Context: an optimization exercise on an open-source flow, tuned for small area, a short achievable clock period and few clock cycles. The choices shown serve that exercise and are no tape-out recipe. RTL that was checked went through simulation tests only; none was proved equivalent to the original. Power is estimated from default activity; no workload was simulated.

// int_calc
module int_calc(clk, rst, start, A, B, done, int_add, int_sub, int_mul, int_div, int_mod, addCo, addCy, subCo, subCy);
Size: ~200 flip-flops, ~300 I/O pins, about 15000 um2 of cells after synthesis.
export LEC_CHECK = 0
export CAP_MARGIN = 20
export CORE_MARGIN = 2
export CORE_UTILIZATION = 40
export SETUP_SLACK_MARGIN = 1.5
export SLEW_MARGIN = 20
create_clock -name core_clock -period 21.0 [get_ports {clk}]
standard.sh (not shown) runs the stock make flow with config.mk's settings and CLKGATE_MAP_FILE= SYNTH_SCRIPT=/design/flow/synth_recipe.tcl, a recipe that flattens the netlist after the stock synthesis.
==> flow/flow/run.sh <==
#!/bin/bash
# Standard synthesis, then the ORFS layout with two changes: ports are
# buffered with buf_1 cells, and timing repair aims at a larger setup slack
# margin (the clock period and all constraints are unchanged).
set -euo pipefail
W=$(pwd)
MARGIN=${MARGIN:-14}
bash standard.sh synth > synth.log 2>&1
make -C "$FLOW_HOME" DESIGN_CONFIG="$FLOW_CONFIG" WORK_HOME="$W/orfs" CLKGATE_MAP_FILE= \
  SYNTH_SCRIPT="$W/synth_recipe.tcl" CAP_MARGIN=20 CORE_MARGIN=2 CORE_UTILIZATION=40 \
  SETUP_SLACK_MARGIN=$MARGIN SLEW_MARGIN=20 \
  BUFFER_PORTS_ARGS="-buffer_cell sky130_fd_sc_hd__buf_1" finish > layout.log 2>&1
R="$W/orfs/results/$FLOW_PLATFORM/int_calc/base"
: # left out here: write the final layout as DEF
The baseline passed the timing, design-rule and antenna checks.
Testbench counts at the start, summed over its fixed seeds: cycles 54,408.
Change:
==> flow/run.sh (new file) <==
#!/bin/bash
# synth_recipe.tcl (not shown) runs the flow's synth.tcl, then flattens the netlist and writes it again
# the make line also repeats each setting of config.mk as NAME=value (left out here)
make -C /OpenROAD-flow-scripts/flow DESIGN_CONFIG=/design/flow/config.mk WORK_HOME=/design/flow/orfs CLKGATE_MAP_FILE= SYNTH_SCRIPT=/design/flow/synth_recipe.tcl finish
removed: flow/flow/run.sh
removed: flow/standard.sh
The changed run produced a clean layout.
Area after synthesis does not change.
Critical path depth grows by 1.
Hold slack is about the same.
Die area does not change.
Combinational power grows by a few percent.

---

Another version of the RTL of int_calc (not shown whole).
Size: ~1,500 cells after synthesis, ~300 I/O pins, about 15,000 sq um of cells after synthesis.
==> flow/config.mk <==
export PLATFORM = sky130hd
export DESIGN_NAME = int_calc
export DESIGN_NICKNAME = int_calc
export VERILOG_FILES = /design/flow/design.v
export SDC_FILE = /design/flow/constraint.sdc
export NUM_CORES = 4
export LEC_CHECK = 0
export CAP_MARGIN = 20
export CORE_MARGIN = 2
export CORE_UTILIZATION = 40
export SETUP_SLACK_MARGIN = 1.5
export SLEW_MARGIN = 20
==> flow/constraint.sdc <==
create_clock -name core_clock -period 21.0 [get_ports {clk}]
set_input_delay 4.2000 -clock core_clock [delete_from_list [all_inputs] [get_ports {clk}]]
set_output_delay 4.2000 -clock core_clock [all_outputs]
set_load 0.01 [all_outputs]
==> flow/flow/run.sh <==
#!/bin/bash
# Standard synthesis, then the ORFS layout with these changes: ports are
# buffered with buf_1 cells, timing repair aims at a larger setup slack
# margin, and the settings in params.sh (the clock period and all
# constraints are unchanged).
set -euo pipefail
W=$(pwd)
MARGIN=15.5
EXTRA=()
source flow/params.sh
bash standard.sh synth > synth.log 2>&1
make -C "$FLOW_HOME" DESIGN_CONFIG="$FLOW_CONFIG" WORK_HOME="$W/orfs" CLKGATE_MAP_FILE= \
  SYNTH_SCRIPT="$W/synth_recipe.tcl" CAP_MARGIN=20 CORE_MARGIN=2 CORE_UTILIZATION=40 \
  SETUP_SLACK_MARGIN=$MARGIN SLEW_MARGIN=20 \
  BUFFER_PORTS_ARGS="-buffer_cell sky130_fd_sc_hd__buf_1" "${EXTRA[@]}" finish > layout.log 2>&1
R="$W/orfs/results/$FLOW_PLATFORM/int_calc/base"
: # left out here: write the final layout as DEF
==> flow/flow/params.sh <==
MARGIN=16.0
EXTRA=( )
Change:
==> flow/flow/params.sh (replaced) <==
MARGIN=15.5
EXTRA=( CORE_UTILIZATION=65 CTS_CLUSTER_SIZE=25 CTS_CLUSTER_DIAMETER=60 )
After rerunning:
- non-clock buffer count goes down by 117
- register-to-register slack got worse by 0.44 ns
- final area goes down by about 16%
- via count goes down by about 4%
- final cell count goes down by about 14%
- total power goes down by 13%
Change:
==> flow/flow/params.sh (replaced) <==
MARGIN=15.5
EXTRA=( CORE_UTILIZATION=75 )
After rerunning: Fmax hardly moves; sequential power rises by about 2%; clock power rises by 11%.
Change:
==> flow/flow/run.sh (replaced) <==
#!/bin/bash
# Standard synthesis, then the ORFS layout with two changes: ports are
# buffered with buf_1 cells, and timing repair aims at a larger setup slack
# margin (the clock period and all constraints are unchanged).
set -euo pipefail
W=$(pwd)
MARGIN=${MARGIN:-15.5}
bash standard.sh synth > synth.log 2>&1
make -C "$FLOW_HOME" DESIGN_CONFIG="$FLOW_CONFIG" WORK_HOME="$W/orfs" CLKGATE_MAP_FILE= \
  SYNTH_SCRIPT="$W/synth_recipe.tcl" CAP_MARGIN=20 CORE_MARGIN=2 CORE_UTILIZATION=40 \
  SETUP_SLACK_MARGIN=$MARGIN SLEW_MARGIN=20 \
  BUFFER_PORTS_ARGS="-buffer_cell sky130_fd_sc_hd__buf_1" finish > layout.log 2>&1
R="$W/orfs/results/$FLOW_PLATFORM/int_calc/base"
: # left out here: write the final layout as DEF
removed: flow/flow/params.sh
Outcome:
- non-clock buffer count rises by 4
- total power barely changes
- final cell count rises by 10%
No run of this note included a check of the RTL's function; only the layout flow was run.

## afterwards: timing with drivers on the ports
In the flow no input, the clock included, has a driving cell. The finished layouts below were timed again as built, in two steps.
Step 1 (the two cells are an assumption about what drives the block):
set clk [get_ports {clk}]
set_driving_cell -lib_cell sky130_fd_sc_hd__clkbuf_16 $clk
set_driving_cell -lib_cell sky130_fd_sc_hd__buf_2 [delete_from_list [all_inputs] $clk]
Step 2, shift: input delay + t, output delay - t, t = (earliest + latest rising clock arrival at the registers) / 2. This alone moves slack from input paths to output paths.
Three values: no drivers, after step 1, after step 2; two values: the first two.
| run | t, ns | setup WS [ns] | hold slack, ns | clock arrival spread, ns | worst data-port slew with drivers (ns) |
|---|---|---|---|---|---|
| the first run of note 1 | 0.593 | 14.372 / 14.372 / 14.372 | 0.452 / 0.452 / 0.452 | 0.037 / 0.037 | 0.05 |
| the second run of note 1 | 0.599 | 13.932 / 13.932 / 13.932 | 0.450 / 0.450 / 0.450 | 0.016 / 0.016 | 0.09 |
| the first run of note 2 | 0.633 | 15.652 / 15.594 / 16.209 | 0.356 / 0.356 / 0.356 | 0.035 / 0.035 | 0.09 |
| the second run of note 2 | 0.558 | 15.553 / 15.505 / 15.926 | 0.347 / 0.347 / 0.347 | 0.023 / 0.023 | 0.08 |
| the third run of note 2 | 0.571 | 15.551 / 15.507 / 15.844 | 0.342 / 0.342 / 0.342 | 0.026 / 0.026 | 0.06 |
| the fourth run of note 2 | 0.631 | 15.549 / 15.489 / 15.991 | 0.348 / 0.348 / 0.348 | 0.036 / 0.037 | 0.09 |
After both steps every run listed still meets setup and hold.
